From an optimization exercise on the open Yosys and OpenROAD flow, aimed at small area; shortcuts taken in it are not production practice.
In this exercise RTL edits were held to simulation tests only and were not proved equivalent to the original.

## flow/design.v (module list and top-level ports; edited modules follow where they fit)
// module mod_add_sub_rc: 29 lines
// module mod_uni_add_sub: 12 lines
// module mod_div_by_2: 15 lines
// module mm_mul: 10 lines
// module mm_red_a: 60 lines
// module mm_red_b: 29 lines
// module mul12: 385 lines
// module pe_unit: 163 lines
module pe_unit (
    input   logic           clk,
    input   logic           rst,
    input   logic           valid_i,
    input   logic [3:0]     ctrl_i,
    input   logic           mode_i,
    input   poly_arith_pkg::coeff_t         op_a0_i,
    input   poly_arith_pkg::coeff_t         op_a1_i,
    input   poly_arith_pkg::coeff_t         op_a2_i,
    input   poly_arith_pkg::coeff_t         op_a3_i,
    input   poly_arith_pkg::coeff_t         op_b0_i,
    input   poly_arith_pkg::coeff_t         op_b1_i,
    input   poly_arith_pkg::coeff_t         op_b2_i,
    input   poly_arith_pkg::coeff_t         op_b3_i,
    output  poly_arith_pkg::coeff_t         z0_o,
    output  poly_arith_pkg::coeff_t         z1_o,
    output  poly_arith_pkg::coeff_t         z2_o,
    output  poly_arith_pkg::coeff_t         z3_o,
    output  logic           valid_o
);
  // ...
==> flow/flow/run.sh <==
#!/bin/bash
set -euo pipefail
R=orfs/results/${FLOW_PLATFORM}/pe_unit/base
bash standard.sh synth > synth.log 2>&1
cp "$R/1_2_yosys.v" "$R/1_2_yosys.orig.v"
python3 flow/fixinv.py "$R/1_2_yosys.orig.v" "$R/1_2_yosys.v" > fixinv.log 2>&1
rm -f "$R/1_synth.odb" "$R/1_synth.sdc"
bash standard.sh finish "BUFFER_PORTS_ARGS=-buffer_cell sky130_fd_sc_hd__buf_1" \
  "GLOBAL_PLACEMENT_ARGS=-keep_resize_below_overflow 0" \
  "CTS_ARGS=-sink_clustering_enable -repair_clock_nets -buf_list {sky130_fd_sc_hd__clkbuf_4 sky130_fd_sc_hd__clkbuf_8} -dont_use_dummy_load" \
  > finish.log 2>&1
==> flow/flow/fixinv.py <==
#!/usr/bin/env python3
"""Remove inverters around full adders in a mapped sky130 netlist.

A full adder is self-dual: FA(~a, ~b, ~c) = (~sum, ~cout). Each FA cell may
therefore be "flipped" (fed complemented inputs, giving complemented outputs)
without changing what the design computes. This script collapses every
inverter, chooses by local search which FA cells to flip so that as few
signals as possible are needed in both polarities, and then puts back one
inverter for each signal that some load needs complemented. Flip-flops, ports
and every other cell keep their connections and polarity.

usage: fixinv.py IN.v OUT.v
"""
import re
import sys

INV = re.compile(r"^sky130_fd_sc_hd__(inv|clkinv)_\d+$")
FA = re.compile(r"^sky130_fd_sc_hd__fa_\d+$")
OUTPINS = {"X", "Y", "Q", "Q_N", "SUM", "COUT", "HI", "LO"}
FA_IN = ("A", "B", "CIN")


def main(src, dst):
    text = open(src).read()
    m = re.search(r"\bmodule\s+(\w+)\s*\((.*?)\);", text, re.S)
    body_start = m.end()
    end = text.rindex("endmodule")
    header, body = text[:body_start], text[body_start:end]
    ports = set()
    for d in re.finditer(r"^\s*(input|output|inout)\s+(\[[^\]]*\]\s*)?([^;]+);", body, re.M):
        for nm in d.group(3).split(","):
            ports.add(nm.strip())
    cell_re = re.compile(r"^\s*(sky130_fd_sc_hd__\w+)\s+(\S+)\s*\((.*?)\);\s*$", re.S | re.M)
    cells, order, decl_parts = {}, [], []
    pos = 0
    for cm in cell_re.finditer(body):
        decl_parts.append(body[pos:cm.start()])
        pos = cm.end()
        conns = {}
        for pm in re.finditer(r"\.(\w+)\(\s*(.*?)\s*\)\s*(,|$)", cm.group(3), re.S):
            conns[pm.group(1)] = pm.group(2)
        cells[cm.group(2)] = [cm.group(1), conns]
        order.append(cm.group(2))
    tail = body[pos:]
    decls = "".join(decl_parts)

    def is_port(net):
        return net.split("[")[0].strip() in ports

    drv = {}
    for n, (t, c) in cells.items():
        for p, net in c.items():
            if p in OUTPINS:
                drv[net] = (n, p)

    def is_inv(n):
        return INV.match(cells[n][0]) is not None

    # resolve a net through inverter chains to (source net, inverted)
    def resolve(net):
        inv = False
        seen = 0
        while True:
            d = drv.get(net)
            if d is None or not is_inv(d[0]) or seen > 50:
                return net, inv
            net = cells[d[0]][1]["A"]
            inv = not inv
            seen += 1

    # inverters whose output is a port must stay as they are (their input keeps
    # its polarity); keep them as ordinary cells
    keep_inv = set()
    for n in order:
        if is_inv(n) and is_port(cells[n][1]["Y"]):
            keep_inv.add(n)

    # loads in resolved form: list of (cell, pin, source, inverted)
    loads = []
    for n in order:
        t, c = cells[n]
        if is_inv(n) and n not in keep_inv:
            continue
        for p, net in c.items():
            if p in OUTPINS:
                continue
            if n in keep_inv:
                src_, inv = net, False   # keep exactly
            else:
                src_, inv = resolve(net)
            loads.append((n, p, src_, inv))
    # port outputs driven through inverters: the port net itself is a load
    # of its resolved source
    port_loads = []
    for net, (dn, dp) in drv.items():
        if is_port(net) and is_inv(dn) and dn not in keep_inv:
            pass  # (covered by keep_inv)

    fas = [n for n in order if FA.match(cells[n][0])
           and not is_port(cells[n][1]["SUM"]) and not is_port(cells[n][1]["COUT"])]
    x = {f: False for f in fas}

    # signal polarity: a signal driven by a flipped FA carries its complement
    def drv_flip(s):
        d = drv.get(s)
        return d is not None and d[0] in x and x[d[0]]

    by_src = {}
    for ld in loads:
        by_src.setdefault(ld[2], []).append(ld)

    def need_comp(s):
        # does any load of s need the complement of what the net carries?
        df = drv_flip(s)
        for (c, p, _, inv) in by_src.get(s, []):
            want = inv ^ (x[c] if c in x and p in FA_IN else False)
            if want ^ df:
                return True
        return False

    def touched(f):
        ss = set()
        c = cells[f][1]
        for p in FA_IN:
            ss.add(resolve(c[p])[0])
        for p in ("SUM", "COUT"):
            ss.add(c[p])
        return ss

    def cost(ss):
        return sum(1 for s in ss if need_comp(s))

    improved = True
    rounds = 0
    while improved and rounds < 20:
        improved = False
        rounds += 1
        for f in fas:
            ss = touched(f)
            before = cost(ss)
            x[f] = not x[f]
            after = cost(ss)
            if after < before:
                improved = True
            else:
                x[f] = not x[f]

    # rebuild the netlist
    newcells = {}
    neworder = []
    comp = {}
    newwires = []
    cnt = [0]

    def comp_net(s):
        if s not in comp:
            cnt[0] += 1
            nn = f"fixinv_n{cnt[0]}"
            newwires.append(nn)
            comp[s] = nn
            newcells[f"fixinv_i{cnt[0]}"] = ["sky130_fd_sc_hd__inv_1", {"A": R(s), "Y": nn}]
            neworder.append(f"fixinv_i{cnt[0]}")
        return comp[s]

    # outputs of flipped FAs carry the complement of the old net: new names
    ren = {}
    for f in fas:
        if x[f]:
            for p in ("SUM", "COUT"):
                cnt[0] += 1
                ren[cells[f][1][p]] = f"fixinv_c{cnt[0]}"
                newwires.append(f"fixinv_c{cnt[0]}")

    def R(net):
        return ren.get(net, net)

    n_inv_before = sum(1 for n in order if is_inv(n))
    for n in order:
        if is_inv(n) and n not in keep_inv:
            continue
        t, c = cells[n]
        nc = dict(c)
        if n not in keep_inv:
            for p, net in c.items():
                if p in OUTPINS:
                    continue
                s, inv = resolve(net)
                want = inv ^ (x[n] if n in x and p in FA_IN else False)
                nc[p] = comp_net(s) if (want ^ drv_flip(s)) else R(s)
        else:
            for p, net in c.items():
                if p not in OUTPINS:
                    nc[p] = R(net)
        for p, net in c.items():
            if p in OUTPINS:
                nc[p] = R(net)
        newcells[n] = [t, nc]
        neworder.insert(len(neworder), n)
    # a net that was driven by a removed inverter and read by nobody now needs no driver;
    # nets of flipped FA outputs keep their names (they now carry the complement)
    n_inv_after = sum(1 for n in neworder if INV.match(newcells[n][0]))
    out = [header, decls.rstrip("\n") + "\n"]
    for nn in newwires:
        out.append(f"  wire {nn};\n")
    for n in neworder:
        t, c = newcells[n]
        pins = ",\n".join(f"    .{p}({v} )" if v.startswith("\\") else f"    .{p}({v})"
                          for p, v in c.items())
        out.append(f"  {t} {n} (\n{pins}\n  );\n")
    out.append(tail)
    out.append(text[end:])
    open(dst, "w").write("".join(out))
    print(f"fixinv: {sum(x.values())} of {len(fas)} full adders flipped; "
          f"inverters {n_inv_before} -> {n_inv_after}", file=sys.stderr)


if __name__ == "__main__":
    main(sys.argv[1], sys.argv[2])
==> flow/standard.sh <==
#!/bin/bash
# synth_recipe.tcl (not shown) runs the flow's synth.tcl, then flattens the netlist and writes it again
# the make line also repeats each setting of config.mk as NAME=value (left out here)
make -C /OpenROAD-flow-scripts/flow DESIGN_CONFIG=/design/flow/config.mk WORK_HOME=/design/flow/orfs CLKGATE_MAP_FILE= SYNTH_SCRIPT=/design/flow/synth_recipe.tcl "${@:-finish}"
==> flow/config.mk <==
export PLATFORM = sky130hd
export DESIGN_NAME = pe_unit
export DESIGN_NICKNAME = pe_unit
export VERILOG_FILES = /design/flow/design.v
export SDC_FILE = /design/flow/constraint.sdc
export NUM_CORES = 4
export LEC_CHECK = 0
export CAP_MARGIN = 20
export CORE_MARGIN = 2
export CORE_UTILIZATION = 60
export CTS_BUF_LIST = sky130_fd_sc_hd__clkbuf_4 sky130_fd_sc_hd__clkbuf_8
export PLACE_DENSITY = 0.75
export SLEW_MARGIN = 20
==> flow/constraint.sdc <==
create_clock -name core_clock -period 9.5 [get_ports {clk}]
set_input_delay 1.9000 -clock core_clock [delete_from_list [all_inputs] [get_ports {clk}]]
set_output_delay 1.9000 -clock core_clock [all_outputs]
set_load 0.01 [all_outputs]
==> impl_results.rst, run 1 <==
.. list-table::
   :header-rows: 1

   * - Metric
     - Value
   * - Commonest cells after routing, fill and taps aside
     - sky130_fd_sc_hd__nor2_1, sky130_fd_sc_hd__fa_1, sky130_fd_sc_hd__dfxtp_1
   * - Count of non-CTS buffers in the layout
     - 203
   * - Number of cells after detailed placement
     - 6882
   * - Leading cell kind
     - multi-input gates
   * - Cells along the critical path
     - buf_16 -> buf_16 -> mux2i_2 -> nor2_1 -> ha_1 -> fa_1 -> fa_1 -> fa_1 -> fa_1 -> fa_1 -> fa_1 -> inv_1 -> nor2b_1 -> o31a_1 -> o211a_1 -> nor3_1 -> o31ai_1 -> a2111oi_0 -> a21oi_1 -> xnor2_2 -> nor2_1 -> mux2_2 -> fa_1 -> fa_1
   * - Core ar.
     - 88800 sq um
   * - Count of maximum capacitance violations
     - 0
   * - Sequential cell area in the final layout
     - 12200 sq um
   * - Final instance area
     - 57400 sq um
   * - Number of DRC markers in iteration 0
     - 5835
   * - Total of endpoints with negative setup slack in the final report
     - 0
   * - Launching element of the worst setup path
     - r_intt4
   * - Post-Synthesis Cells
     - 5789
   * - Family with the most delay on the worst path
     - adder cells
   * - Max FO, Critical Path
     - 47
   * - Min-Delay Path Depth
     - 0
   * - Overflow after GRT
     - 0
   * - Insertion delay of the later-clocked pin in the worst-skew pair
     - 0.81 ns
   * - Layout buffering overhead excluding clock cells
     - 0.0231
   * - Largest registers ranked by flip-flop count
     - b1: 96 flops, d2: 72 flops, d4: 60 flops
   * - Layout clock buffers
     - 99
   * - Detail Placement HPWL
     - 145000 um
   * - Antenna cells
     - 9
   * - Post-detailed-route count of antenna-violating nets
     - 0
   * - Fraction of layout cells with a size suffix above 1
     - 0.100
   * - Peak clock frequency supported by timing
     - 0.109 GHz
   * - Maximum number of pins on one net before global-route repair
     - 64
   * - Clk_skew
     - 0.128 ns
   * - Detail-routed net length per standard cell
     - 26.2 um
   * - Number of rows created at floorplan
     - 109
   * - GRT Overall Usage
     - 0.393
   * - Met3 WL post-DR
     - 21100 um
   * - Terminating pin of the worst hold path
     - d7[11]
   * - Met1 Usage GRT
     - 0.512
   * - Number of buffer and inverter stages on the critical path
     - 3
   * - Reg-to-reg critical path startpoint
     - r_intt4
   * - Utilization after layout
     - 0.647
   * - Worst slack at placement
     - 0.281 ns
   * - Sum Neg Setup Slack
     - 0 ns
   * - Status
     - complete, no violations
==> module pe_unit, before the edit <==
module pe_unit (
    input   logic           clk,
    input   logic           rst,
    input   logic           valid_i,
    input   logic [3:0]     ctrl_i,
    input   logic           mode_i,
    input   poly_arith_pkg::coeff_t         op_a0_i,
    input   poly_arith_pkg::coeff_t         op_a1_i,
    input   poly_arith_pkg::coeff_t         op_a2_i,
    input   poly_arith_pkg::coeff_t         op_a3_i,
    input   poly_arith_pkg::coeff_t         op_b0_i,
    input   poly_arith_pkg::coeff_t         op_b1_i,
    input   poly_arith_pkg::coeff_t         op_b2_i,
    input   poly_arith_pkg::coeff_t         op_b3_i,
    output  poly_arith_pkg::coeff_t         z0_o,
    output  poly_arith_pkg::coeff_t         z1_o,
    output  poly_arith_pkg::coeff_t         z2_o,
    output  poly_arith_pkg::coeff_t         z3_o,
    output  logic           valid_o
);
    logic m_as, m_comp, m_intt, m_ntt, m_cwm;
    assign m_as   = ~ctrl_i[3] & ~ctrl_i[2];                
    assign m_comp =  ctrl_i[2] & ~ctrl_i[1];                
    assign m_intt =  ctrl_i[2] &  ctrl_i[1];                
    assign m_ntt  =  ctrl_i[3] & ~ctrl_i[2] &  ctrl_i[1];   
    assign m_cwm  =  ctrl_i[3] & ~ctrl_i[2] & ~ctrl_i[1];   
    logic r_as, r_comp, r_intt, r_ntt, r_cwm, r_intt4, r_lat4;
    always_ff @(posedge clk) begin
        r_as    <= m_as;
        r_comp  <= m_comp;
        r_intt  <= m_intt;
        r_ntt   <= m_ntt;
        r_cwm   <= m_cwm;
        r_intt4 <= m_intt & ~mode_i;                 
        r_lat4  <= (m_ntt | m_intt) & mode_i;        
    end
    logic [8:1] v;
    always_ff @(posedge clk) begin
        if (rst) begin
            v <= '0;
        end else begin
            v[1] <= valid_i;
            v[2] <= v[1] & ~r_as;
            v[3] <= v[2];
            v[4] <= v[3] & ~r_comp;
            v[5] <= v[4] & ~r_lat4;
            v[6] <= v[5];
            v[7] <= v[6];
            v[8] <= v[7];
        end
    end
    assign valid_o = r_as ? v[1] : r_comp ? v[3] : r_lat4 ? v[4] : v[8];
    logic [7:0][11:0] b1;
    logic [5:0][11:0] d2;
    logic [3:0][11:0] d3;
    logic [4:0][11:0] d4;
    logic [2:0][11:0] d5;
    logic [2:0][11:0] d6;
    logic [3:0][11:0] d7;
    logic [3:0][11:0] z;
    logic [3:0][12:0] px, py;  
    logic [3:0][11:0] r;      
    logic [3:0][11:0] ma, mb;
    logic [3:0][12:0] mx, my;
    logic [3:0][11:0] mr;
    assign ma[0] = r_intt4 ? d2[1] : b1[2];
    assign mb[0] = r_intt4 ? d2[3] : b1[4];
    assign ma[1] = r_intt4 ? d4[1] : b1[1];
    assign mb[1] = r_intt4 ? d4[3] : b1[5];
    assign ma[2] = r_intt4 ? d4[2] : b1[3];
    assign mb[2] = r_intt4 ? d4[4] : b1[6];
    assign ma[3] = ({12{r_ntt | r_cwm}} & d4[3]) | ({12{r_comp}} & b1[0]) | ({12{r_intt}} & b1[2]);
    assign mb[3] = (r_ntt | r_cwm) ? d4[4] : b1[7];
    for (genvar k = 0; k < 4; k++) begin : g_mm
        mm_mul  u_mul (.a_i(ma[k]), .b_i(mb[k]), .x_o(mx[k]), .y_o(my[k]));
        mm_red_b u_red (.x_i(px[k]), .y_i(py[k]), .r_o(mr[k]));
    end
    logic [7:0][11:0] as_a, as_b, as_r;
    logic [7:0]       as_sub;
    assign as_a[0]   = m_ntt ? d3[0] : op_a0_i;
    assign as_b[0]   = ({12{m_ntt}} & r[0]) | ({12{m_as}} & op_b0_i) | ({12{m_intt | m_cwm}} & op_a1_i);
    assign as_sub[0] = m_as & mode_i;
    assign as_a[1]   = ({12{m_ntt}} & d3[0]) | ({12{m_as}} & op_a1_i) | ({12{m_intt | m_cwm}} & op_a0_i);
    assign as_b[1]   = ({12{m_ntt}} & r[0]) | ({12{m_as}} & op_b1_i) | ({12{m_intt | m_cwm}} & op_a1_i);
    assign as_sub[1] = m_as ? mode_i : ~m_cwm;
    assign as_a[2]   = (m_ntt | m_cwm) ? r[1] : op_a2_i;
    assign as_b[2]   = ({12{m_ntt | m_cwm}} & r[2]) | ({12{m_as}} & op_b2_i) | ({12{m_intt}} & op_a3_i);
    assign as_sub[2] = m_as & mode_i;
    assign as_a[3]   = ({12{m_ntt}} & r[1]) | ({12{m_as}} & op_a3_i) | ({12{m_intt | m_cwm}} & op_a2_i);
    assign as_b[3]   = ({12{m_ntt}} & r[2]) | ({12{m_as}} & op_b3_i) | ({12{m_intt | m_cwm}} & op_a3_i);
    assign as_sub[3] = m_as ? mode_i : ~m_cwm;
    assign as_a[4]   = r_intt ? b1[0] : d4[0];
    assign as_b[4]   = r_intt ? b1[1] : d4[2];
    assign as_sub[4] = 1'b0;
    assign as_a[5]   = as_a[4];
    assign as_b[5]   = as_b[4];
    assign as_sub[5] = 1'b1;
    assign as_a[6]   = r_intt ? d3[1] : d6[2];
    assign as_b[6]   = r[3];
    assign as_sub[6] = 1'b0;
    assign as_a[7]   = r_intt ? r[3] : d6[2];
    assign as_b[7]   = r_intt ? d3[1] : r[3];
    assign as_sub[7] = 1'b1;
    for (genvar k = 0; k < 4; k++) begin : g_as_fast
        mod_uni_add_sub u_as (.op1_i(as_a[k]), .op2_i(as_b[k]), .is_sub_i(as_sub[k]), .result_o(as_r[k]));
    end
    for (genvar k = 4; k < 8; k++) begin : g_as_rc
        mod_add_sub_rc u_as (.op1_i(as_a[k]), .op2_i(as_b[k]), .is_sub_i(as_sub[k]), .result_o(as_r[k]));
    end
    logic [11:0] h_in, h_q, h_z0, h_z2;
    mod_div_by_2 u_div_q  (.op_i(d2[0]), .op_o(h_q));
    assign h_in = r_intt4 ? h_q : d2[0];
    mod_div_by_2 u_div_z0 (.op_i(h_in), .op_o(h_z0));
    mod_div_by_2 u_div_z2 (.op_i(r[0]), .op_o(h_z2));
    always_ff @(posedge clk) begin
        b1[0] <= m_intt ? as_r[0] : op_a0_i;
        b1[1] <= ({12{m_intt}} & as_r[2]) | ({12{m_cwm}} & op_a0_i) | ({12{m_ntt | m_comp}} & op_a1_i);
        b1[2] <= (m_intt | m_cwm) ? as_r[1] : op_a2_i;
        b1[3] <= ({12{m_intt}} & as_r[3]) | ({12{m_cwm}} & op_a1_i) | ({12{m_ntt | m_comp}} & op_a3_i);
        b1[4] <= ({12{m_cwm}} & as_r[3]) | ({12{m_comp}} & op_b2_i) | ({12{m_ntt | m_intt}} & op_b0_i);
        b1[5] <= m_cwm ? op_a2_i : op_b1_i;
        b1[6] <= ({12{m_cwm}} & op_a3_i) | ({12{m_comp}} & op_b3_i) | ({12{m_ntt | m_intt}} & op_b2_i);
        b1[7] <= (m_comp | m_cwm) ? op_b0_i : op_b3_i;
        px <= mx;
        py <= my;
        r <= mr;
        d2[0] <= r_intt4 ? as_r[4] : b1[0];
        d2[1] <= r_intt4 ? as_r[5] : b1[7];
        d2[2] <= b1[3];
        d2[3] <= b1[4];
        d2[4] <= b1[5];
        d2[5] <= b1[6];
        d3[0] <= r_intt ? h_z0 : d2[0];
        d3[1] <= r_intt4 ? d2[2] : d2[1];
        d3[2] <= d2[4];
        d3[3] <= d2[5];
        d4[0] <= ({12{r_ntt}} & as_r[0]) | ({12{r_cwm}} & r[0]) | ({12{r_intt}} & d3[0]);
        d4[1] <= ({12{r_ntt}} & as_r[1]) | ({12{r_cwm}} & r[1]) | ({12{r_intt}} & as_r[6]);
        d4[2] <= r_intt ? as_r[7] : as_r[2];
        d4[3] <= ({12{r_ntt}} & as_r[3]) | ({12{r_cwm}} & r[2]) | ({12{r_intt}} & d3[2]);
        d4[4] <= r_intt ? d3[3] : d3[1];
        d5[0] <= r_intt ? d4[0] : as_r[4];
        d5[1] <= r_intt ? h_z2 : as_r[5];
        d5[2] <= d4[1];
        d6 <= d5;
        d7[0] <= d6[0];
        d7[1] <= ({12{r_intt}} & r[1]) | ({12{r_cwm}} & as_r[6]) | ({12{r_ntt}} & d6[1]);
        d7[2] <= r_ntt ? as_r[6] : d6[1];
        d7[3] <= r_intt ? r[2] : as_r[7];
        if (m_as | (r_ntt & r_lat4)) begin
            z <= as_r[3:0];
        end else begin
            z[0] <= ({12{r_comp}} & mr[3]) | ({12{r_intt & r_lat4}} & d3[0]) | ({12{~r_comp & ~r_lat4}} & d7[0]);
            z[1] <= ({12{r_comp}} & mr[1]) | ({12{r_intt & r_lat4}} & r[0]) | ({12{~r_comp & ~r_lat4}} & d7[1]);
            z[2] <= ({12{r_comp}} & mr[0]) | ({12{r_intt & r_lat4}} & r[1]) | ({12{~r_comp & ~r_lat4}} & d7[2]);
            z[3] <= ({12{r_comp}} & mr[2]) | ({12{r_intt & r_lat4}} & r[2]) | ({12{~r_comp & ~r_lat4}} & d7[3]);
        end
    end
    assign z0_o = z[0];
    assign z1_o = z[1];
    assign z2_o = z[2];
    assign z3_o = z[3];
endmodule
==> run 2, diff against run 1 <==
--- a/flow/design.v
+++ b/flow/design.v
@@ -51,18 +51,6 @@
     assign sel = is_sub_i ? t[12] : ~u[12];
     assign result_o = sel ? u[11:0] : t[11:0];
 endmodule
-module mod_uni_add_sub (
-    input  logic [11:0] op1_i,
-    input  logic [11:0] op2_i,
-    input  logic        is_sub_i,
-    output logic [11:0] result_o
-);
-    logic [12:0] op2, sum, red;
-    assign op2 = is_sub_i ? (13'd3329 - 13'(op2_i)) : 13'(op2_i);
-    assign sum = 13'(op1_i) + op2;
-    assign red = sum - 13'd3329;
-    assign result_o = red[12] ? sum[11:0] : red[11:0];
-endmodule
 module mod_div_by_2 (
     input  logic [11:0] op_i,
     output logic [11:0] op_o
@@ -665,8 +653,8 @@
     assign as_a[7]   = r_intt ? r[3] : d6[2];
     assign as_b[7]   = r_intt ? d3[1] : r[3];
     assign as_sub[7] = 1'b1;
-    for (genvar k = 0; k < 4; k++) begin : g_as_fast
-        mod_uni_add_sub u_as (.op1_i(as_a[k]), .op2_i(as_b[k]), .is_sub_i(as_sub[k]), .result_o(as_r[k]));
+    for (genvar k = 0; k < 4; k++) begin : g_as_lo
+        mod_add_sub_rc u_as (.op1_i(as_a[k]), .op2_i(as_b[k]), .is_sub_i(as_sub[k]), .result_o(as_r[k]));
     end
     for (genvar k = 4; k < 8; k++) begin : g_as_rc
         mod_add_sub_rc u_as (.op1_i(as_a[k]), .op2_i(as_b[k]), .is_sub_i(as_sub[k]), .result_o(as_r[k]));
==> flow/flow/run.sh (replaced) <==
#!/bin/bash
set -euo pipefail
R=orfs/results/${FLOW_PLATFORM}/pe_unit/base
bash standard.sh synth > synth.log 2>&1
cp "$R/1_2_yosys.v" "$R/1_2_yosys.orig.v"
python3 flow/fixinv.py "$R/1_2_yosys.orig.v" "$R/1_2_yosys.v" > fixinv.log 2>&1
rm -f "$R/1_synth.odb" "$R/1_synth.sdc"
bash standard.sh finish "BUFFER_PORTS_ARGS=-buffer_cell sky130_fd_sc_hd__buf_1" \
  "CTS_ARGS=-sink_clustering_enable -repair_clock_nets -buf_list {sky130_fd_sc_hd__clkbuf_4} -dont_use_dummy_load" \
  > finish.log 2>&1
--- a/flow/config.mk
+++ b/flow/config.mk
@@ -8,6 +8,6 @@
 export CAP_MARGIN = 20
 export CORE_MARGIN = 2
 export CORE_UTILIZATION = 60
-export CTS_BUF_LIST = sky130_fd_sc_hd__clkbuf_4 sky130_fd_sc_hd__clkbuf_8
+export CTS_BUF_LIST = sky130_fd_sc_hd__clkbuf_4
 export PLACE_DENSITY = 0.75
 export SLEW_MARGIN = 20
==> impl_results.rst, run 2 <==
.. list-table::
   :header-rows: 1

   * - Metric
     - Value
   * - Status
     - complete, no violations (unchanged)
   * - Critical path type
     - register to register (unchanged)
   * - Most flops, register
     - b1 (unchanged)
   * - Synth-to-Final Area Change
     - 7.49% (was 6.36%)
   * - Number of rows created at floorplan
     - 107 (was 109)
   * - Peak clock frequency supported by timing
     - 0.115 GHz (was 0.109 GHz)
   * - Final max-slew violation count
     - 0 (unchanged)
   * - Startpoint type of the worst setup path
     - register (unchanged)
   * - R2R setup slack
     - 0.77 ns (was 0.36 ns)
   * - Number of buffers created by CTS
     - 160 (was 99)
   * - Setup Buffers After CTS
     - 0 (unchanged)
   * - Hold/Removal Path Class
     - register to register (unchanged)
   * - Commonest cells after routing, fill and taps aside
     - sky130_fd_sc_hd__fa_1, sky130_fd_sc_hd__nor2_1, sky130_fd_sc_hd__dfxtp_1 (was sky130_fd_sc_hd__nor2_1, sky130_fd_sc_hd__fa_1, sky130_fd_sc_hd__dfxtp_1)
   * - Syn Nets
     - 6476 (was 6862)
   * - Count of input and output buffers
     - 151 (unchanged)
   * - Count of unresolved DRC violations after routing
     - 0 (unchanged)
   * - Vias in the first global route
     - 42.0k (was 43.7k)
   * - Headroom to the max-slew limit
     - 0.147 (was 0.149)
   * - Utilization after layout
     - 0.651 (was 0.647)
   * - Post-detailed-route count of antenna-violating nets
     - 0 (unchanged)
   * - Die X
     - 297 um (was 304 um)
   * - Boundary Pins
     - 153 (unchanged)
   * - Number of cells after detailed placement
     - 6609 (was 6882)
   * - Synth Cell Area
     - 51700 sq um (was 54000 sq um)
   * - Number of non-filler instances in the completed layout
     - 6778 (was 6991)
   * - Worst Path Arrival
     - 9.63 ns (was 9.71 ns)
   * - Clock period minus final worst setup slack
     - 8.73 ns (was 9.14 ns)
   * - Fin crit share
     - 0.919 (was 0.962)
   * - Core ar.
     - 85300 sq um (was 88800 sq um)
   * - Setup repair after global routing missed its margin
     - no (was yes)
   * - Overflow after GRT
     - 0 (unchanged)
   * - Vias per std cell
     - 6.19 (was 6.39)
   * - Final-layout worst hold slack
     - 0.237 ns (was 0.213 ns)
   * - Y dimension of the die
     - 297 um (was 304 um)
   * - GRT Overall Usage
     - 0.402 (was 0.393)
   * - Worst Tran Pin Value
     - 1.27 ns (was 1.24 ns)
   * - Max FO, Critical Path
     - 27 (was 47)
   * - Required time at the worst-slack endpoint
     - 10.40 ns (was 10.07 ns)
   * - Number of DRC markers in iteration 0
     - 4686 (was 5835)
   * - Clock tree from TritonCTS
     - built (unchanged)
   * - Reg-to-reg critical path startpoint
     - r_ntt (was r_intt4)
   * - CTS Root Buffer Type
     - sky130_fd_sc_hd__clkbuf_4 (was sky130_fd_sc_hd__clkbuf_8)
   * - First-pass GRT wire length
     - 263000 um (was 272000 um)
   * - Maximum number of pins on one net before global-route repair
     - 61 (was 64)
   * - Terminating pin of the worst hold path
     - d3[42] (was d7[11])
   * - Final Routed Wirelength
     - 177000 um (was 183000 um)
   * - Maximum buffer depth of the clock tree
     - 3 (unchanged)
   * - Total of endpoints with negative setup slack in the final report
     - 0 (unchanged)
   * - Number of cells upsized or downsized after cts
     - 0 (unchanged)
   * - Final RePlAce weighted congestion
     - 1.07 (was 1.04)
   * - Total Nets Final
     - 6725 (was 6892)
   * - CTS H-tree lvls
     - 4 (was 3)
   * - Number of antenna violations at the first check in global routing
     - 14 (was 13)
   * - Clk_skew
     - 0.148 ns (was 0.128 ns)
   * - Detailed-routing iteration count for the pre-antenna-repair pass
     - 10 (unchanged)
   * - Insertion delay of the later-clocked pin in the worst-skew pair
     - 1.10 ns (was 0.81 ns)
   * - Clock transition at the registers of the reported paths
     - 0.06 ns (about the same)
   * - Count of maximum capacitance violations
     - 0 (unchanged)
   * - CP endpoint kind
     - register (unchanged)
   * - Total number of vias
     - 42.0k (was 44.7k)
   * - Number of endpoints with negative hold slack in the final report
     - 0 (unchanged)
   * - Mapped Avg Cell Area
     - 9.61 sq um (was 9.32 sq um)
   * - Synth warn
     - 2 (unchanged)
   * - Flip-flop count of the largest register, all copies and words added
     - 96 (unchanged)
   * - Post-Synthesis Cells
     - 5379 (was 5789)
   * - Worst r2r dst
     - px[44] (was px[21])
   * - Detail-routed net length per standard cell
     - 26.1 um (was 26.2 um)
   * - Worst R2R Path Depth
     - 23 (was 24)
   * - Largest registers ranked by flip-flop count
     - b1: 96 flops, d2: 72 flops, d4: 60 flops (unchanged)
   * - Die Footprint
     - 88500 sq um (was 92400 sq um)
   * - Fillcell total
     - 7193 (was 7304)
   * - Min-Delay Path Depth
     - 0 (unchanged)
   * - Clock sink count
     - 607 (unchanged)
   * - Hold Path Origin
     - d2[66] (was d6[11])
   * - Most common cell after layout, fill and taps aside
     - sky130_fd_sc_hd__fa_1 (was sky130_fd_sc_hd__nor2_1)
   * - Fraction of layout cells with a size suffix above 1
     - 0.126 (was 0.100)
   * - Sum Neg Setup Slack
     - 0 ns (unchanged)
   * - Starting density of the core
     - 0.606 (was 0.608)
   * - Number of hold buffers added after CTS
     - 0 (unchanged)
   * - Detail Placement HPWL
     - 143000 um (was 145000 um)
run 2: worst max path at each step:
| stage | from | to | slack, ns | cells past startpoint |
|---|---|---|---|---|
| 2_1_floorplan | ctrl_i[2] | z[4] | -0.001 | 29 |
| 3_3_place_gp | ctrl_i[2] | z[23] | 0.10 | 25 |
| 3_5_place_dp | ctrl_i[2] | z[23] | -0.05 | 25 |
| 4_1_cts | py[39] | z[11] | 0.88 | 26 |
| 5_1_grt | r_ntt | px[44] | 0.51 | 21 |
| 6_report | r_ntt | px[44] | 0.77 | 23 |
run 2: cell type report:
| cell class | count | area, sq um | area share |
|---|---|---|---|
| multi-input combinational | 4022 | 36700 | 0.661 |
| sequential | 607 | 12200 | 0.219 |
| timing repair buffer | 369 | 2230 | 0.0402 |
| inverter | 468 | 1760 | 0.0317 |
| tap | 1144 | 1430 | 0.0258 |
| clock buffer | 160 | 1200 | 0.0216 |
| antenna | 8 | 20.0 | 0.000360 |
run 2: per-layer routing:
layer | up-vias | share of wire | GRT usage
met5 | - | 0.00026 | 0
met4 | 6 | 0.063 | 0.219
met3 | 567 | 0.11 | 0.112
met2 | 2320 | 0.44 | 0.619
met1 | 20626 | 0.38 | 0.515
li1 | 18447 | - | -
run 2: through the flow:
stage | cell area, sq um | worst slack (ns)
2_1_floorplan | 51700 | -0.00100
3_3_place_gp | 54300 | 0.100
3_5_place_dp | 54300 | -0.0531
4_1_cts | 55500 | 0.884
5_1_grt | 55500 | 0.508
6_report | 55500 | 0.769
run 2: worst max-delay path: stages (launching register included):
cell and delay, ns:
sky130_fd_sc_hd__dfxtp_1 0.81, sky130_fd_sc_hd__or2_2 0.59, sky130_fd_sc_hd__nand2_1 0.13, sky130_fd_sc_hd__a21boi_1 0.15
sky130_fd_sc_hd__buf_4 0.19, sky130_fd_sc_hd__or2_2 0.31, sky130_fd_sc_hd__fa_1 0.50, sky130_fd_sc_hd__inv_1 0.05
sky130_fd_sc_hd__fa_1 0.45, sky130_fd_sc_hd__fa_1 0.50, sky130_fd_sc_hd__fa_1 0.60, sky130_fd_sc_hd__fa_1 0.43
sky130_fd_sc_hd__ha_1 0.25, sky130_fd_sc_hd__or3_1 0.43, sky130_fd_sc_hd__or2_2 0.30, sky130_fd_sc_hd__o221ai_2 0.32
sky130_fd_sc_hd__nor2_1 0.10, sky130_fd_sc_hd__o31ai_1 0.20, sky130_fd_sc_hd__buf_4 0.21, sky130_fd_sc_hd__nand2_1 0.10
sky130_fd_sc_hd__nor3_1 0.73, sky130_fd_sc_hd__fa_1 0.57, sky130_fd_sc_hd__fa_1 0.55, sky130_fd_sc_hd__inv_1 0.04
==> module mm_red_b, before the edit <==
module mm_red_b (
    input  logic [12:0] x_i,
    input  logic [12:0] y_i,
    output logic [11:0] r_o
);
    logic [13:0] s;
    assign s = 14'(x_i) + {y_i, 1'b0};
    logic [12:0] k0, k1, f0, f1;
    always_comb begin
        case (s[13:12])
            2'd0: begin k0 = 13'd0; k1 = 13'd4863; end
            2'd1: begin k0 = 13'd767; k1 = 13'd5630; end
            2'd2: begin k0 = 13'd1534; k1 = 13'd6397; end
            default: begin k0 = 13'd2301; k1 = 13'd7164; end
        endcase
    end
    logic [13:0] c0, c1;
    logic [12:0] sl;
    assign sl = {1'b0, s[11:0]};
    assign c0[0] = 1'b0;
    assign c1[0] = 1'b0;
    for (genvar i = 0; i < 13; i++) begin : g_f
        assign f0[i] = sl[i] ^ k0[i] ^ c0[i];
        assign c0[i+1] = (sl[i] & k0[i]) | (c0[i] & (sl[i] ^ k0[i]));
        assign f1[i] = sl[i] ^ k1[i] ^ c1[i];
        assign c1[i+1] = (sl[i] & k1[i]) | (c1[i] & (sl[i] ^ k1[i]));
    end
    assign r_o = f1[12] ? f0[11:0] : f1[11:0];
endmodule
==> run 3, diff against run 2 <==
--- a/flow/design.v
+++ b/flow/design.v
@@ -141,8 +141,19 @@
     input  logic [12:0] y_i,
     output logic [11:0] r_o
 );
-    logic [13:0] s;
-    assign s = 14'(x_i) + {y_i, 1'b0};
+    logic [13:0] s, ya;
+    logic [14:0] cs;
+    assign ya = {y_i, 1'b0};
+    assign cs[0] = 1'b0;
+    for (genvar i = 0; i < 14; i++) begin : g_s
+        if (i < 13) begin : g_x
+            assign s[i] = x_i[i] ^ ya[i] ^ cs[i];
+            assign cs[i+1] = (x_i[i] & ya[i]) | (cs[i] & (x_i[i] ^ ya[i]));
+        end else begin : g_top
+            assign s[i] = ya[i] ^ cs[i];
+            assign cs[i+1] = ya[i] & cs[i];
+        end
+    end
     logic [12:0] k0, k1, f0, f1;
     always_comb begin
         case (s[13:12])
==> impl_results.rst, run 3 <==
.. list-table::
   :header-rows: 1

   * - Metric
     - Value
   * - CP endpoint kind
     - register (unchanged)
   * - Maximum buffer depth of the clock tree
     - 3 (unchanged)
   * - Worst Tran Pin Value
     - 1.08 ns (was 1.27 ns)
   * - Overflow after GRT
     - 0 (unchanged)
   * - Final max-slew violation count
     - 0 (unchanged)
   * - Most flops, register
     - b1 (unchanged)
   * - Max FO, Critical Path
     - 2 (was 27)
   * - Headroom to the max-slew limit
     - 0.261 (was 0.147)
   * - Clk_skew
     - 0.136 ns (was 0.148 ns)
   * - Count of maximum capacitance violations
     - 0 (unchanged)
   * - CTS Root Buffer Type
     - sky130_fd_sc_hd__clkbuf_4 (unchanged)
   * - Post-detailed-route count of antenna-violating nets
     - 0 (unchanged)
   * - Commonest cells after routing, fill and taps aside
     - sky130_fd_sc_hd__fa_1, sky130_fd_sc_hd__nor2_1, sky130_fd_sc_hd__dfxtp_1 (unchanged)
   * - Fraction of layout cells with a size suffix above 1
     - 0.161 (was 0.126)
   * - Number of antenna violations at the first check in global routing
     - 11 (was 14)
   * - Count of unresolved DRC violations after routing
     - 0 (unchanged)
   * - Maximum number of pins on one net before global-route repair
     - 81 (was 61)
   * - Number of rows created at floorplan
     - 106 (was 107)
   * - Fin crit share
     - 0.992 (was 0.919)
   * - Synth warn
     - 2 (unchanged)
   * - Total number of vias
     - 40.4k (was 42.0k)
   * - Final Routed Wirelength
     - 170000 um (was 177000 um)
   * - Clock transition at the registers of the reported paths
     - 0.06 ns (about the same)
   * - Number of buffer and inverter stages on the critical path
     - 1 (was 4)
   * - CTS H-tree lvls
     - 4 (unchanged)
   * - Core ar.
     - 83600 sq um (was 85300 sq um)
   * - Post-Synthesis Cells
     - 5077 (was 5379)
   * - Multi-input logic area
     - 36200 sq um (was 36700 sq um)
   * - Slowest library cell on the worst path
     - sky130_fd_sc_hd__fa_1 (was sky130_fd_sc_hd__dfxtp_1)
   * - Count of input and output buffers
     - 151 (unchanged)
   * - Flip-flop count of the largest register, all copies and words added
     - 96 (unchanged)
   * - Utilization after layout
     - 0.660 (was 0.651)
   * - Vias per std cell
     - 6.26 (was 6.19)
   * - Detail Placement HPWL
     - 135000 um (was 143000 um)
   * - Boundary Pins
     - 153 (unchanged)
   * - Startpoint type of the worst setup path
     - register (unchanged)
   * - Synth Cell Area
     - 50600 sq um (was 51700 sq um)
   * - Setup repair after global routing missed its margin
     - yes (was no)
   * - Number of endpoints with negative hold slack in the final report
     - 0 (unchanged)
   * - Largest registers ranked by flip-flop count
     - b1: 96 flops, d2: 72 flops, d4: 60 flops (unchanged)
   * - Die X
     - 295 um (was 297 um)
   * - Worst Path Arrival
     - 10.37 ns (was 9.63 ns)
   * - Post-DP Area
     - 53800 sq um (was 54300 sq um)
   * - Top cell by count, worst path
     - sky130_fd_sc_hd__fa_2 (was sky130_fd_sc_hd__fa_1)
   * - GRT Overall Usage
     - 0.397 (was 0.402)
   * - Clock period minus final worst setup slack
     - 9.43 ns (was 8.73 ns)
   * - Clock tree from TritonCTS
     - built (unchanged)
   * - Family with the most delay on the worst path
     - adder cells (unchanged)
   * - Mapped Avg Cell Area
     - 9.97 sq um (was 9.61 sq um)
   * - Peak clock frequency supported by timing
     - 0.106 GHz (was 0.115 GHz)
   * - Total of endpoints with negative setup slack in the final report
     - 0 (unchanged)
   * - Synth-to-Final Area Change
     - 8.99% (was 7.49%)
   * - Insertion delay of the later-clocked pin in the worst-skew pair
     - 1.12 ns (was 1.10 ns)
   * - Sequential cell area in the final layout
     - 12200 sq um (about the same)
   * - Number of hold buffers added after CTS
     - 0 (unchanged)
   * - Starting density of the core
     - 0.606 (about the same)
   * - Number of DRC markers in iteration 0
     - 5374 (was 4686)
   * - Fillcell total
     - 6791 (was 7193)
   * - Detailed-routing iteration count for the pre-antenna-repair pass
     - 11 (was 10)
   * - Die Footprint
     - 86700 sq um (was 88500 sq um)
   * - Required time at the worst-slack endpoint
     - 10.45 ns (was 10.40 ns)
   * - Highest cell delay on the worst timing path
     - 0.58 ns (was 0.81 ns)
   * - Final instance area
     - 55200 sq um (was 55500 sq um)
   * - Vias in the first global route
     - 39.8k (was 42.0k)
   * - Detail-routed net length per standard cell
     - 26.3 um (was 26.1 um)
   * - Y dimension of the die
     - 295 um (was 297 um)
   * - Status
     - complete, no violations (unchanged)
   * - First-pass GRT wire length
     - 251000 um (was 263000 um)
   * - Most common cell after layout, fill and taps aside
     - sky130_fd_sc_hd__fa_1 (unchanged)
   * - Clock sink count
     - 607 (unchanged)
   * - Total Nets Final
     - 6458 (was 6725)
   * - Number of buffers created by CTS
     - 158 (was 160)
   * - Syn Nets
     - 6162 (was 6476)
   * - Final RePlAce weighted congestion
     - 1.07 (about the same)
   * - Hold/Removal Path Class
     - register to register (unchanged)
   * - Critical path type
     - register to register (unchanged)
run 3: worst reg2reg max path, cell delays in order (launching register included):
cell	delay [ns]
sky130_fd_sc_hd__dfxtp_1	0.30
sky130_fd_sc_hd__ha_2	0.18
sky130_fd_sc_hd__fa_2	0.36
sky130_fd_sc_hd__fa_2	0.37
sky130_fd_sc_hd__fa_2	0.35
sky130_fd_sc_hd__fa_2	0.35
sky130_fd_sc_hd__fa_2	0.36
sky130_fd_sc_hd__fa_2	0.36
sky130_fd_sc_hd__fa_2	0.35
sky130_fd_sc_hd__fa_2	0.36
sky130_fd_sc_hd__fa_2	0.35
sky130_fd_sc_hd__fa_2	0.37
sky130_fd_sc_hd__fa_1	0.58
sky130_fd_sc_hd__ha_4	0.23
sky130_fd_sc_hd__fa_2	0.37
sky130_fd_sc_hd__fa_2	0.37
sky130_fd_sc_hd__fa_2	0.35
sky130_fd_sc_hd__fa_2	0.37
sky130_fd_sc_hd__fa_2	0.37
sky130_fd_sc_hd__fa_2	0.35
sky130_fd_sc_hd__fa_2	0.42
sky130_fd_sc_hd__fa_2	0.41
sky130_fd_sc_hd__fa_2	0.35
sky130_fd_sc_hd__fa_2	0.42
sky130_fd_sc_hd__inv_1	0.06
sky130_fd_sc_hd__mux2i_1	0.09
sky130_fd_sc_hd__a222oi_1	0.41
sky130_fd_sc_hd__o21ai_1	0.09
run 3: metrics by stage:
step,setup WS [ns],TNS [ns],hold WS (ns),instances
after floorplan,-0.0190,-0.0190,0.310,5077
after detailed placement,-0.421,-2.69,0.312,6288
after CTS,-0.0936,-0.129,0.245,6448
after global routing,-0.169,-0.407,0.246,6457
final,0.0719,0,0.239,6460
after global placement,-0.281,-1.43,0.310,6287
run 3: path summary, 6_finish.rpt:
kind	slack [ns]	startpoint	to	cells after the start
worst max-delay path	0.07	py[39]	z[10]	27
worst min-delay path	0.24	d2[63]	d3[39]	0
worst min register to register	0.24	d2[63]	d3[39]	0
worst max register to register	0.07	py[39]	z[10]	27
run 3: timing repair:
| action | 4_1_cts | 5_1_grt |
|---|---|---|
| cloned | 1 | 0 |
| pin swaps | 52 | 43 |
| buffers inserted | 1 | 2 |
| gates resized for setup | 26 | 19 |
| endpoints found under the setup margin | 12 | 29 |
run 3: final cells by class:
type | count | share of cell area
Antenna cell | 9 | 0.000408
Sequential cell | 607 | 0.220
Inverter | 426 | 0.0290
Clock buffer | 158 | 0.0215
Tap cell | 1080 | 0.0245
Timing Repair Buffer | 420 | 0.0491
Multi-Input combinational cell | 3760 | 0.655
run 3: layer usage:
layer,GRT usage,wire (um),vias to the layer above
met5,0.00964,253,-
met4,0.184,9530,16
met3,0.115,21200,481
met2,0.570,71700,2486
met1,0.553,67000,19844
li1,-,-,17592

## port drivers added, routing unchanged
No port has a modelled driver above. Below, the same layouts with a new extraction and two added sets of constraints.
Step 1, drivers: a clkbuf_16 drives clk and a buf_2 each remaining input, both assumed.
Step 2, shift: input delay + t, output delay - t, t = (earliest + latest rising clock arrival at the registers) / 2. This alone moves slack from input paths to output paths.
Slacks: ideal ports / drivers / drivers and shift; pairs: ideal ports / drivers.
run	t, ns	slack for setup (ns)	latest minus earliest clock arrival (ns)	cell pins on the clock port's net
run 1	0.797	0.358 / 0.358 / -0.057	0.139 / 0.139	1
run 2	1.103	0.769 / 0.769 / -0.150	0.155 / 0.155	1
run 3	1.119	0.072 / 0.072 / -0.077	0.144 / 0.143	1
With both steps, setup timing fails in every run listed, where it was met with ideal ports. For run 2, which loses most, drivers alone change the setup slack by 0.000 ns; drivers and shift together by -0.919 ns.
